Context: an optimization exercise on an open-source flow, tuned for small area and a short achievable clock period. The choices shown serve that exercise and are no tape-out recipe. Only simulation tests tie the RTL to the original design; equivalence was not proved. The flow treats the clock pin as an ideal source. Dropping or thinning the clock tree relies on that and would not hold on a real chip. Power is estimated from default activity; no workload was simulated.

== job 101 ==
// game_logic
module game_logic(
	input clock,
	input resetn,
	input button1,
	input button0,
	input [7:0]player_input,
	output reg [2:0] colour,
	output [9:0] x,
	output [8:0] y,
	output reg plot
);
Size: ~1,000 cells after synthesis, ~200 flip-flops, roughly 35 I/O pins, about 9100 µm² of cells after synthesis.
export LEC_CHECK = 0
export CAP_MARGIN = 20
export CORE_MARGIN = 2
export CORE_UTILIZATION = 40
export SLEW_MARGIN = 20
create_clock -name core_clock -period 8.0 [get_ports {clock}]
standard.sh (not shown) runs the stock make flow with config.mk's settings and CLKGATE_MAP_FILE= SYNTH_SCRIPT=/design/flow/synth_recipe.tcl, a recipe that flattens the netlist after the stock synthesis.
==> flow/flow/run.sh <==
#!/bin/bash
# The standard layout, with these changes:
# - the port buffers that every input and output gets are buf_2 cells (ORFS
#   picks a slow delay cell otherwise, which its repair then leaves alone);
# - denser core (68 %) and larger clock-tree sink clusters (fewer leaf buffers);
# - after clock tree synthesis, flow/clock_top.tcl rebuilds the top of the
#   tree: the leaf buffers stay, everything above them is replaced by 4
#   buffers that the clock port drives directly, one per quarter of the core,
#   so every register's clock arrives earlier, all alike.  The two levels
#   are inverters (clkinv_8 at the top, inv_16 at the leaves), which are
#   faster than buffers; two inversions keep every register on the rising
#   edge of the clock port.
# The clock period, constraints and every other step are unchanged.
set -euo pipefail
MARGIN=${MARGIN:-5.9}
KNOBS="CORE_UTILIZATION=68 SETUP_SLACK_MARGIN=$MARGIN CTS_CLUSTER_SIZE=25 CTS_CLUSTER_DIAMETER=60"
PORTS="BUFFER_PORTS_ARGS=-buffer_cell sky130_fd_sc_hd__buf_2"
bash standard.sh $KNOBS "$PORTS" cts > standard_cts.log 2>&1
R=orfs/results/sky130hd/game_logic/base
LEAF_CELL=sky130_fd_sc_hd__inv_16 TOP_CELL=sky130_fd_sc_hd__clkinv_8 ODB=$R/4_cts.odb ODB_OUT=$R/4_cts.odb openroad -no_init -exit flow/clock_top.tcl > clock_top.log 2>&1
bash standard.sh $KNOBS "$PORTS" finish > standard.log 2>&1
==> flow/flow/clock_top.tcl <==
read_db $::env(ODB)
set block [ord::get_db_block]
set port_net [$block findNet clock]

proc out_net { inst } {
  foreach it [$inst getITerms] {
    if { [$it isOutputSignal] } { return [$it getNet] }
  }
  foreach it [$inst getITerms] {
    if { [[$it getMTerm] getIoType] == "OUTPUT" } { return [$it getNet] }
  }
  return ""
}
proc in_iterm { inst } {
  foreach it [$inst getITerms] {
    if { [$it isInputSignal] } { return $it }
  }
  return ""
}
# a clock buffer whose output drives something (CTS also adds buffers with a
# free output as dummy loads; those count as sinks)
proc is_dummy { inst } {
  if { ![string match "sky130_fd_sc_hd__clkbuf_*" [[$inst getMaster] getName]] } { return 0 }
  return [expr {![is_buf $inst]}]
}
proc is_buf { inst } {
  if { ![string match "sky130_fd_sc_hd__clkbuf_*" [[$inst getMaster] getName]] } { return 0 }
  set onet [out_net $inst]
  if { $onet == "" || $onet == "NULL" } { return 0 }
  return [expr {[llength [$onet getITerms]] > 1}]
}

# walk the tree from the port
set upper {}
set leaves {}
set front [list $port_net]
while { [llength $front] } {
  set next {}
  foreach net $front {
    foreach it [$net getITerms] {
      if { ![$it isInputSignal] } { continue }
      set inst [$it getInst]
      if { ![is_buf $inst] } { continue }
      set onet [out_net $inst]
      set drives_buf 0
      set drives_sink 0
      foreach lt [$onet getITerms] {
        if { [$lt getInst] == $inst } { continue }
        if { [is_dummy [$lt getInst]] } { continue }
        if { [is_buf [$lt getInst]] } { set drives_buf 1 } else { set drives_sink 1 }
      }
      if { $drives_sink } {
        if { $drives_buf } {
          puts "[$inst getName] drives both buffers and registers: the tree is left as it is"
          write_db $::env(ODB_OUT)
          exit
        }
        lappend leaves $inst
      } else {
        lappend upper $inst
        lappend next $onet
      }
    }
  }
  set front $next
}
foreach it [$port_net getITerms] {
  if { ![is_buf [$it getInst]] } { error "the clock port drives a non-buffer" }
}
puts "[llength $upper] upper buffers, [llength $leaves] leaf buffers"
if { [llength $leaves] < 5 } {
  puts "too few leaves: the tree is left as it is"
  write_db $::env(ODB_OUT)
  exit
}

# replace a cell by one of another master, keeping its input and output nets
proc replace_cell { inst master } {
  set block [$inst getBlock]
  set name [$inst getName]
  set in_net [[in_iterm $inst] getNet]
  set o_net [out_net $inst]
  set loc [$inst getLocation]
  odb::dbInst_destroy $inst
  set ni [odb::dbInst_create $block $master $name]
  $ni setLocation [lindex $loc 0] [lindex $loc 1]
  $ni setPlacementStatus PLACED
  foreach it [$ni getITerms] {
    set sig [[$it getMTerm] getSigType]
    if { $sig == "POWER" || $sig == "GROUND" } { continue }
    if { [$it isOutputSignal] } { $it connect $o_net } elseif { [$it isInputSignal] } { $it connect $in_net }
  }
  return $ni
}
if { [info exists ::env(LEAF_CELL)] } {
  set lm [[$block getDataBase] findMaster $::env(LEAF_CELL)]
  set leaves [lmap b $leaves {replace_cell $b $lm}]
  puts "leaf buffers are now $::env(LEAF_CELL)"
}

# remove the upper levels, with any dummy loads on their nets
set dummy_list {}
foreach net [concat [list $port_net] [lmap b $upper {out_net $b}]] {
  foreach it [$net getITerms] {
    set inst [$it getInst]
    if { [$it isInputSignal] && [is_dummy $inst] } { lappend dummy_list $inst }
  }
}
set dummies [llength $dummy_list]
foreach inst $dummy_list { odb::dbInst_destroy $inst }
foreach b $leaves { [in_iterm $b] disconnect }
foreach b $upper {
  set onet [out_net $b]
  odb::dbInst_destroy $b
  odb::dbNet_destroy $onet
}
puts "removed [llength $upper] upper buffers and $dummies dummy loads"

# split the leaves into 4 groups: halves by x, then each half by y
proc centre { inst } {
  set bb [$inst getBBox]
  return [list [expr {([$bb xMin] + [$bb xMax]) / 2}] [expr {([$bb yMin] + [$bb yMax]) / 2}]]
}
set pts {}
foreach b $leaves { lappend pts [concat [list $b] [centre $b]] }
set pts [lsort -integer -index 1 $pts]
set h [expr {[llength $pts] / 2}]
set groups {}
foreach half [list [lrange $pts 0 [expr {$h - 1}]] [lrange $pts $h end]] {
  set half [lsort -integer -index 2 $half]
  set q [expr {[llength $half] / 2}]
  lappend groups [lrange $half 0 [expr {$q - 1}]] [lrange $half $q end]
}
set db [$block getDataBase]
set top_cell sky130_fd_sc_hd__clkbuf_16
if { [info exists ::env(TOP_CELL)] } { set top_cell $::env(TOP_CELL) }
set master [$db findMaster $top_cell]

set n 0
foreach grp $groups {
  incr n
  set nb [odb::dbInst_create $block $master "clkbuf_top_${n}_clock"]
  set nnet [odb::dbNet_create $block "clknet_top_${n}_clock"]
  $nnet setSigType CLOCK
  set sx 0; set sy 0
  foreach p $grp {
    [in_iterm [lindex $p 0]] connect $nnet
    incr sx [lindex $p 1]; incr sy [lindex $p 2]
  }
  $nb setLocation [expr {$sx / [llength $grp]}] [expr {$sy / [llength $grp]}]
  $nb setPlacementStatus PLACED
  foreach nit [$nb getITerms] {
    set sig [[$nit getMTerm] getSigType]
    if { $sig == "POWER" || $sig == "GROUND" } { continue }
    if { [$nit isOutputSignal] } { $nit connect $nnet } elseif { [$nit isInputSignal] } { $nit connect $port_net }
  }
  puts "clkbuf_top_${n}_clock drives [llength $grp] leaf buffers"
}
puts "clock port now drives [llength [$port_net getITerms]] cell pins"
detailed_placement
check_placement
write_db $::env(ODB_OUT)
Changes in job 102 relative to job 101:
diff --git a/flow/flow/run.sh b/flow/flow/run.sh
--- a/flow/flow/run.sh
+++ b/flow/flow/run.sh
@@ -13,9 +13,9 @@
 # The clock period, constraints and every other step are unchanged.
 set -euo pipefail
-MARGIN=${MARGIN:-5.9}
+MARGIN=${MARGIN:-5.8}
 KNOBS="CORE_UTILIZATION=68 SETUP_SLACK_MARGIN=$MARGIN CTS_CLUSTER_SIZE=25 CTS_CLUSTER_DIAMETER=60"
 PORTS="BUFFER_PORTS_ARGS=-buffer_cell sky130_fd_sc_hd__buf_2"
 bash standard.sh $KNOBS "$PORTS" cts > standard_cts.log 2>&1
 R=orfs/results/sky130hd/game_logic/base
-LEAF_CELL=sky130_fd_sc_hd__inv_16 TOP_CELL=sky130_fd_sc_hd__clkinv_8 ODB=$R/4_cts.odb ODB_OUT=$R/4_cts.odb openroad -no_init -exit flow/clock_top.tcl > clock_top.log 2>&1
+LEAF_CELL=sky130_fd_sc_hd__inv_16 TOP_CELL=sky130_fd_sc_hd__clkinv_16 ODB=$R/4_cts.odb ODB_OUT=$R/4_cts.odb openroad -no_init -exit flow/clock_top.tcl > clock_top.log 2>&1
 bash standard.sh $KNOBS "$PORTS" finish > standard.log 2>&1
--- outcome ---
Job 101 → job 102: number of clock-tree buffers in the layout moved down, number of vias after detailed routing moved down, worst path setup slack after routing moved up.
Diff job 101 -> job 102: total length of routed wires fell by about 15%; cell area saw a decrease; clock network fraction of total power went down; worst hold slack went down; post-place instance area decreased by about 1.3% relative to the old numbers.
[compare] base=job 101 new=job 102: ratio of routed vias to standard cells fell 0.46; routability-driven placement congestion ratio rose about 2.1%.
diff inputs: job 102 => job 103
==> flow/flow/run.sh <==
#!/bin/bash
# The standard layout, with these changes:
# - the port buffers that every input and output gets are buf_2 cells (ORFS
#   picks a slow delay cell otherwise, which its repair then leaves alone);
# - denser core (62 %) and larger clock-tree sink clusters (fewer leaf buffers);
# - after clock tree synthesis, flow/clock_top.tcl rebuilds the top of the
#   tree: the leaf buffers stay, everything above them is replaced by 4
#   buffers that the clock port drives directly, one per quarter of the core,
#   so every register's clock arrives earlier, all alike.  The two levels
#   are inverters (clkinv_16 at the top, inv_16 at the leaves), which are
#   faster than buffers; two inversions keep every register on the rising
#   edge of the clock port.
# The clock period, constraints and every other step are unchanged.
set -euo pipefail
MARGIN=${MARGIN:-5.85}
KNOBS="CORE_UTILIZATION=62 SETUP_SLACK_MARGIN=$MARGIN CTS_CLUSTER_SIZE=25 CTS_CLUSTER_DIAMETER=60"
PORTS="BUFFER_PORTS_ARGS=-buffer_cell sky130_fd_sc_hd__buf_2"
bash standard.sh $KNOBS "$PORTS" cts > standard_cts.log 2>&1
R=orfs/results/sky130hd/game_logic/base
LEAF_CELL=sky130_fd_sc_hd__inv_16 TOP_CELL=sky130_fd_sc_hd__clkinv_16 ODB=$R/4_cts.odb ODB_OUT=$R/4_cts.odb openroad -no_init -exit flow/clock_top.tcl > clock_top.log 2>&1
bash standard.sh $KNOBS "$PORTS" finish > standard.log 2>&1
## What came out
There was hardly any difference in fraction of standard cell area that is sequential between job 103 and job 102. The cell leakage power of job 103 falls short of that of job 102 by 0.39%. Total power consumption of the routed design was higher in the run labelled job 103. Going from job 102 to job 103, well-tap cell count grows by 8. In job 103 relative to job 102, sum of net half-perimeters after detailed placement had gone up by a few percent. Relative to job 102, highest attainable clock frequency has increased by 0.42% in job 103. Job 103 ended with less wire length of the first global-routing pass than job 102. Setup slack in job 103 is larger than in job 102.
What job 104 does differently from job 103 at the input level:
==> flow/flow/run.sh <==
#!/bin/bash
# The standard layout, with these changes:
# - the port buffers that every input and output gets are buf_2 cells (ORFS
#   picks a slow delay cell otherwise, which its repair then leaves alone);
# - denser core (68 %) and larger clock-tree sink clusters (fewer leaf buffers);
# - after clock tree synthesis, flow/clock_top.tcl rebuilds the top of the
#   tree: the leaf buffers stay, everything above them is replaced by 4
#   buffers that the clock port drives directly, one per quarter of the core,
#   so every register's clock arrives earlier, all alike.  The two levels
#   are inverters (clkinv_8 at the top, clkinv_16 at the leaves), which are
#   faster than buffers; two inversions keep every register on the rising
#   edge of the clock port.
# The clock period, constraints and every other step are unchanged.
set -euo pipefail
MARGIN=${MARGIN:-5.8}
KNOBS="CORE_UTILIZATION=68 SETUP_SLACK_MARGIN=$MARGIN CTS_CLUSTER_SIZE=25 CTS_CLUSTER_DIAMETER=60"
PORTS="BUFFER_PORTS_ARGS=-buffer_cell sky130_fd_sc_hd__buf_2"
bash standard.sh $KNOBS "$PORTS" cts > standard_cts.log 2>&1
R=orfs/results/sky130hd/game_logic/base
LEAF_CELL=sky130_fd_sc_hd__clkinv_16 TOP_CELL=sky130_fd_sc_hd__clkinv_8 ODB=$R/4_cts.odb ODB_OUT=$R/4_cts.odb openroad -no_init -exit flow/clock_top.tcl > clock_top.log 2>&1
bash standard.sh $KNOBS "$PORTS" finish > standard.log 2>&1
Results
| worst setup slack | job 104 vs job 103 | worse |. Status: post-layout net count parity (job 104, job 103). Going from job 103 to job 104, overall die height shrinks by 4.4%. Job 104 vs. job 103: global-route usage shows an increase of 4.3 points, remaining max-slew budget at the tightest pin shows an increase of 1.7 points, hold violation count in the final report shows no meaningful change, placed wire-length estimate after detailed placement shows a reduction of about 2.4%. Job 104 vs. job 103: switching component of the power moved down, die footprint fell by about 9%. Post-synthesis compound-gate area fraction: job 104 vs job 103 identical.

## afterwards: timing with drivers on the ports
Ports are ideal in the flow. The routed layouts listed here were re-timed in OpenROAD.
Step 1, drivers: a clkbuf_16 drives clock and a buf_2 each remaining input, both assumed.
Step 2 also shifts input and output timing later by t, the mid clock arrival at the registers, as if the neighbouring blocks saw the same clock.
Three values: ideal ports, drivers, drivers and shift; two values: the first two.
| run | t, ns | setup WS [ns] | worst data-port slew with drivers (ns) | pins driven straight from the clock port |
|---|---|---|---|---|
| job 101 | 0.518 | 5.420 / 5.378 / 5.698 | 0.03 | 1 |
| job 102 | 0.385 | 5.742 / 5.515 / 5.650 | 0.04 | 4 |
| job 103 | 0.402 | 5.752 / 5.525 / 5.688 | 0.03 | 4 |
| job 104 | 0.349 | 5.707 / 5.551 / 5.612 | 0.04 | 4 |
After both steps every run listed still meets setup and hold. The setup slack of job 104, which loses most, moves by -0.156 ns with the drivers and by -0.095 ns with both steps.
